What follows belongs to an exercise in optimizing a design on an open flow for small area; a production flow would make more cautious choices. Only simulation tests tie the RTL to the original design; equivalence was not proved.

Design AluTop, start of the top module:
module AluTop
(
	input  logic        Clock,
	input  logic [3:0]  Operation,
	input  logic [4:0]  InFlags,
	input  logic [5:0]  InImm,
	input  logic [15:0] InSrc,
	input  logic [15:0] InDest,
	output logic [15:0] OutDest,
	output logic [4:0]  OutFlags
);
Size in the first run: ~1900 cells after synthesis, roughly 100 flip-flops, about 69 I/O pins, ~17000 sq um of cells after synthesis.
Settings: LEC_CHECK=0, ABC_AREA=1, CAP_MARGIN=20, CORE_MARGIN=2, CORE_UTILIZATION=40, SLEW_MARGIN=20; clock period 34.0 ns.
run.sh (not shown) runs the stock make flow with config.mk's settings and CLKGATE_MAP_FILE= SYNTH_SCRIPT=/design/flow/synth_recipe.tcl, a recipe that flattens the netlist after the stock synthesis.
Edit:
- ABC_AREA: 1 -> not set
Wire length fell by about 3.6%. Worst setup slack improved by 0.73 ns. Register-to-register slack gains 0.73 ns. Final area rose by 2.8%.


AluTop, a different RTL version from the one above (not shown whole).
For scale: about 1400 cells after synthesis, ~69 I/O pins, about 14000 um^2 of cells after synthesis.
Settings: LEC_CHECK=0, CAP_MARGIN=20, CORE_MARGIN=2, CORE_UTILIZATION=55, CTS_BUF_LIST=sky130_fd_sc_hd__clkbuf_8, CTS_CLUSTER_SIZE=20, SLEW_MARGIN=20; clock period 34.0 ns.
standard.sh (not shown) runs the stock make flow with config.mk's settings and CLKGATE_MAP_FILE= SYNTH_SCRIPT=/design/flow/synth_recipe.tcl, a recipe that flattens the netlist after the stock synthesis.
==> flow/flow/run.sh <==
#!/bin/bash
# Layout flow: the standard layout (standard.sh) with an area-oriented
# synthesis in front of it.
#  2. the same ORFS synthesis run with flow/my_synth.tcl: Yosys's synth
#     without its quick ABC pass, so that the full adders written in the RTL
#     are extracted as written, and the final ABC mapping with
#     flow/abc_area.script (area-oriented standard-cell mapping).
#  3. flow/regnames.py gives that netlist's flip-flops the standard names
#     (paired by the net on their Q pin); if anything does not pair one to
#     one, the standard netlist is kept.
#  4. standard.sh finish on the chosen netlist, with a buf_1 as the buffer
#     that every input and output port gets.
# Each tool's output goes to a log file of its own in the work folder.
set -uo pipefail
W=$(pwd)
F=$W/flow
R=$W/orfs/results/$FLOW_PLATFORM/AluTop/base
A=$W/area/results/$FLOW_PLATFORM/AluTop/base

bash standard.sh synth > "$W/log_1_standard_synth.txt" 2>&1 || exit 1
cp "$R/1_2_yosys.v" "$W/standard_1_2_yosys.v"

MY_ABC_SCRIPT=$F/abc_area.script bash standard.sh SYNTH_SCRIPT=$F/my_synth.tcl WORK_HOME=$W/area synth \
	> "$W/log_2_area_synth.txt" 2>&1
if [[ -f $A/1_2_yosys.v ]] && python3 "$F/regnames.py" "$W/standard_1_2_yosys.v" "$A/1_2_yosys.v" \
	"$W/area_1_2_yosys.v" > "$W/log_3_regnames.txt" 2>&1; then
	cp "$W/area_1_2_yosys.v" "$R/1_2_yosys.v"
	touch "$R/1_2_yosys.v"
	echo "using the area synthesis" >> "$W/log_3_regnames.txt"
else
	echo "using the standard synthesis" >> "$W/log_3_regnames.txt"
fi

bash standard.sh "BUFFER_PORTS_ARGS=-buffer_cell sky130_fd_sc_hd__buf_1" finish > "$W/log_4_layout.txt" 2>&1
==> flow/flow/my_synth.tcl <==
# The standard flow's synthesis script with three changes: Yosys's synth runs without its
# quick ABC pass (so that full adders are found in the logic as written),
# only full adders are extracted, and the final ABC mapping uses the script
# named by MY_ABC_SCRIPT.
proc synth {args} { yosys synth -nofsm -noshare -noabc {*}$args }
# Only full adders: a half adder cell is no smaller than its XOR and AND.
proc extract_fa {args} { yosys extract_fa -fa }
proc abc {args} {
  set i [lsearch -exact $args -script]
  if { $i >= 0 && [info exists ::env(MY_ABC_SCRIPT)] } {
    set args [lreplace $args [expr {$i + 1}] [expr {$i + 1}] $::env(MY_ABC_SCRIPT)]
  }
  yosys abc {*}$args
}
source $::env(SCRIPTS_DIR)/synth.tcl
# left out here: clear keep_hierarchy, flatten, clean up, hide names made inside functions, write 1_2_yosys.v
Other scripts of this flow, unchanged in this note and not shown: flow/flow/abc_area.script, flow/flow/regnames.py
The first run went through all stages and came out clean.
Change:
--- a/flow/flow/run.sh
+++ b/flow/flow/run.sh
@@ -10,4 +10,3 @@
 #     one, the standard netlist is kept.
-#  4. standard.sh finish on the chosen netlist, with a buf_1 as the buffer
-#     that every input and output port gets.
+#  4. standard.sh finish on the chosen netlist.
 # Each tool's output goes to a log file of its own in the work folder.
@@ -33,2 +32,2 @@
 
-bash standard.sh "BUFFER_PORTS_ARGS=-buffer_cell sky130_fd_sc_hd__buf_1" finish > "$W/log_4_layout.txt" 2>&1
+bash standard.sh > "$W/log_4_layout.txt" 2>&1
==> flow/flow/my_synth.tcl (replaced) <==
# The standard flow's synthesis script with three changes: Yosys's synth runs without its
# quick ABC pass (so that full adders are found in the logic as written), the
# flip-flops are frozen once they carry their register names, and the final
# ABC mapping uses the script named by MY_ABC_SCRIPT.
proc synth {args} { yosys synth -nofsm -noshare -noabc {*}$args }
proc renames {args} {
  yosys rename {*}$args
  yosys setattr -set keep 1 t:*DFF* t:*dff*
}
# Only full adders: a half adder cell is no smaller than its XOR and AND.
proc extract_fa {args} { yosys extract_fa -fa }
proc abc {args} {
  set i [lsearch -exact $args -script]
  if { $i >= 0 && [info exists ::env(MY_ABC_SCRIPT)] } {
    set args [lreplace $args [expr {$i + 1}] [expr {$i + 1}] $::env(MY_ABC_SCRIPT)]
  }
  yosys abc {*}$args
}
source $::env(SCRIPTS_DIR)/synth.tcl
# left out here: clear keep_hierarchy
setattr -unset keep
# left out here: flatten, clean up, hide names made inside functions, write 1_2_yosys.v
CORE_UTILIZATION = 40   (was 55)
CTS_BUF_LIST = not set   (was sky130_fd_sc_hd__clkbuf_8)
CTS_CLUSTER_SIZE = not set   (was 20)
What happened: Core utilization fell by 15 points. Design area is higher by 4.4%. Global-route usage is lower by 8.1 points. Via count barely changes. Setup slack is better by 0.063 ns.


AluTop, a different RTL version from the one above (not shown whole).
Size in the first run: about 1400 cells after synthesis, ~69 I/O pins, about 14000 sq um of cells after synthesis.
// AluTop
module AluTop
(
	input  logic        Clock,
	input  logic [3:0]  Operation,
	input  logic [4:0]  InFlags,
	input  logic [5:0]  InImm,
	input  logic [15:0] InSrc,
	input  logic [15:0] InDest,
	output logic [15:0] OutDest,
	output logic [4:0]  OutFlags
);
	logic        sN, sS;
	logic [15:0] aN, aS;
	assign sN = InDest[15];
	assign sS = InSrc[15];
	CondNeg absN (.X(InDest), .Neg(sN), .Y(aN));
	CondNeg absS (.X(InSrc),  .Neg(sS), .Y(aS));
	logic [31:0] prod;
	UMul16 mul (.A(aN), .B(aS), .P(prod));
	logic        isDiv, isMod, srcZero, enA;
	logic [15:0] wordA;
	logic [15:8] qA;
	assign isDiv   = (Operation == 4'd9);
	assign isMod   = (Operation == 4'd10);
	assign srcZero = (InSrc == 16'd0);
	assign enA     = (isDiv | isMod) & ~srcZero;
	DivSteps #(.JHI(15), .JLO(8)) divA (.WordIn(aN), .ND(~aS), .En(enA), .WordOut(wordA), .Q(qA));
	logic        isSub, c;
	logic [15:0] addB, sum;
	logic [16:0] cy;
	assign c     = InFlags[0];
	assign isSub = (Operation == 4'd8);
	assign addB  = InSrc ^ {16{isSub}};
	assign cy[0] = c ^ isSub;
	genvar k;
	generate for (k = 0; k < 16; k++) begin : g_add
		assign sum[k]  = InDest[k] ^ addB[k] ^ cy[k];
		assign cy[k+1] = (InDest[k] & addB[k]) | (InDest[k] & cy[k]) | (addB[k] & cy[k]);
	end endgenerate
	logic [15:0] valA;
	logic [4:0]  flagsA;
	logic        selA, negA, updA;
	always_comb begin
		flagsA = InFlags;
		case (Operation)
			4'd0:  valA = ~(InSrc & InDest);
			4'd1:  valA = {InSrc[14:0], c};
			4'd2:  valA = InSrc;
			4'd3:  valA = ~(InSrc | InDest);
			4'd4:  valA = {c, InSrc[15:1]};
			4'd5:  valA = {{10{InImm[5]}}, InImm};
			4'd6:  valA = InImm[5] ? {InImm[4:0], InDest[10:0]} : {{4{InImm[5]}}, InImm, InDest[5:0]};
			4'd7, 4'd8: valA = sum;
			4'd11: valA = prod[15:0];
			4'd12: valA = prod[31:16];
			4'd9, 4'd10: valA = srcZero ? 16'd0 : wordA;
			default: valA = 16'd0;
		endcase
		if (Operation == 4'd1) flagsA[0] = InSrc[15];
		if (Operation == 4'd4) flagsA[0] = InSrc[0];
		if (Operation == 4'd7 || Operation == 4'd8) begin
			flagsA[0] = cy[16] ^ isSub;
			flagsA[4] = (InDest[15] ^ sum[15]) & ~(InDest[15] ^ addB[15]);
		end
		updA = (Operation >= 4'd7 && Operation <= 4'd12);
		selA = enA ? isDiv : updA;
		negA = 1'b0;
  ...
==> flow/config.mk <==
export PLATFORM = sky130hd
export DESIGN_NAME = AluTop
export DESIGN_NICKNAME = AluTop
export VERILOG_FILES = /design/flow/design.v
export SDC_FILE = /design/flow/constraint.sdc
export NUM_CORES = 4
export LEC_CHECK = 0
export CAP_MARGIN = 0
export CORE_MARGIN = 2
export CORE_UTILIZATION = 65
export CTS_BUF_LIST = sky130_fd_sc_hd__clkbuf_8
export CTS_CLUSTER_SIZE = 20
export GPL_TIMING_DRIVEN = 0
export SLEW_MARGIN = 0
==> flow/constraint.sdc <==
create_clock -name core_clock -period 34.0 [get_ports {Clock}]
set_input_delay 6.8000 -clock core_clock [delete_from_list [all_inputs] [get_ports {Clock}]]
set_output_delay 6.8000 -clock core_clock [all_outputs]
set_load 0.01 [all_outputs]
==> flow/flow/run.sh <==
#!/bin/bash
# Layout flow: the standard layout (standard.sh) with an area-oriented
# synthesis in front of it.
#  2. the same ORFS synthesis run with flow/my_synth.tcl: Yosys's synth
#     without its quick ABC pass, so that the full adders written in the RTL
#     are extracted as written, and the final ABC mapping with
#     flow/abc_area.script (area-oriented standard-cell mapping).
#  3. flow/regnames.py gives that netlist's flip-flops the standard names
#     (paired by the net on their Q pin); if anything does not pair one to
#     one, the standard netlist is kept.
#  4. standard.sh finish on the chosen netlist, with a buf_1 as the buffer
#     that every input and output port gets.
# Each tool's output goes to a log file of its own in the work folder.
set -uo pipefail
W=$(pwd)
F=$W/flow
R=$W/orfs/results/$FLOW_PLATFORM/AluTop/base
A=$W/area/results/$FLOW_PLATFORM/AluTop/base

bash standard.sh synth > "$W/log_1_standard_synth.txt" 2>&1 || exit 1
cp "$R/1_2_yosys.v" "$W/standard_1_2_yosys.v"

MY_ABC_SCRIPT=$F/abc_area.script bash standard.sh SYNTH_SCRIPT=$F/my_synth.tcl WORK_HOME=$W/area synth \
	> "$W/log_2_area_synth.txt" 2>&1
if [[ -f $A/1_2_yosys.v ]] && python3 "$F/regnames.py" "$W/standard_1_2_yosys.v" "$A/1_2_yosys.v" \
	"$W/area_1_2_yosys.v" > "$W/log_3_regnames.txt" 2>&1; then
	cp "$W/area_1_2_yosys.v" "$R/1_2_yosys.v"
	touch "$R/1_2_yosys.v"
	echo "using the area synthesis" >> "$W/log_3_regnames.txt"
else
	echo "using the standard synthesis" >> "$W/log_3_regnames.txt"
fi

bash standard.sh "BUFFER_PORTS_ARGS=-buffer_cell sky130_fd_sc_hd__buf_1" finish > "$W/log_4_layout.txt" 2>&1
Other scripts of this flow, unchanged in this note and not shown: flow/flow/abc_area.script, flow/flow/my_synth.tcl, flow/flow/regnames.py
The starting point completed, yet does not pass: capacitance limit, slew limit.
Rerun with:
--- a/flow/config.mk
+++ b/flow/config.mk
@@ -8 +8 @@
-export CAP_MARGIN = 0
+export CAP_MARGIN = 20
@@ -14 +14 @@
-export SLEW_MARGIN = 0
+export SLEW_MARGIN = 20
Effect: The changed run produced a clean layout. Sequential share of layout area barely changes. Flip-flop and latch count stays the same. Clock-buffer cell count is unchanged. Via count rose by 0.72%. Final cell count hardly moves. Design area rose by 0.72%. Setup slack is worse by 0.14 ns.
Rerun with:
--- a/flow/config.mk
+++ b/flow/config.mk
@@ -8 +8 @@
-export CAP_MARGIN = 20
+export CAP_MARGIN = 0
@@ -13,2 +13 @@
-export GPL_TIMING_DRIVEN = 0
-export SLEW_MARGIN = 20
+export SLEW_MARGIN = 0
The changed run went through all stages and came out clean. Wire length rose by 0.71%. Critical path depth decreases by 1. Synthesized cell count stays the same. Core utilization fell by 0.19 points. First-iteration DRC count went up by 2.8%. Global-route usage goes up by 1.1 points. Synthesized area is unchanged. Clock-buffer cell count went up by 1. Register-to-register slack is better by 0.24 ns. Die area stays the same. Hold slack got worse by 0.016 ns.
Rerun with:
--- a/flow/config.mk
+++ b/flow/config.mk
@@ -12 +12 @@
-export CTS_CLUSTER_SIZE = 20
+export CTS_CLUSTER_SIZE = 40
Effect: Cell area is unchanged; area after synthesis is unchanged; register-to-register slack is about the same; via count stays the same; global-route usage does not change; hold slack is unchanged; first-iteration DRC count is unchanged.

-- afterwards: timing with drivers on the ports --
How much do the figures lean on ideal ports? The routed layouts below were timed once more, with nothing changed but the port constraints. Step 1 assumes that a clkbuf_16 drives the clock port and a buf_2 every other input. Step 2 times the ports against the registers' clock, not the clock port: input delays grow and output delays shrink by t, the midpoint of the rising clock arrivals with the driver on. Three values: ideal, step 1, step 2; two values: the first two.
run | shift t [ns] | setup slack, ns | clock arrival spread, ns | worst data-port slew with drivers (ns) | cell pins on the clock port's net
the first run of note 1 | 0.394 | 1.559 / 1.559 / 1.559 | 0.010 / 0.010 | 0.06 | 1
the second run of note 1 | 0.387 | 2.291 / 2.291 / 2.291 | 0.009 / 0.009 | 0.07 | 1
the first run of note 2 | 0.397 | 1.197 / 1.163 / 1.560 | 0.014 / 0.014 | 0.05 | 1
the second run of note 2 | 0.376 | 1.259 / 1.225 / 1.600 | 0.013 / 0.013 | 0.05 | 1
the first run of note 3 | 0.400 | 1.389 / 1.354 / 1.754 | 0.014 / 0.014 | 0.04 | 1
the second run of note 3 | 0.397 | 1.253 / 1.212 / 1.609 | 0.013 / 0.013 | 0.04 | 1
the third run of note 3 | 0.397 | 1.265 / 1.228 / 1.625 | 0.022 / 0.022 | 0.04 | 1
the fourth run of note 3 | 0.397 | 1.265 / 1.228 / 1.625 | 0.022 / 0.022 | 0.04 | 1
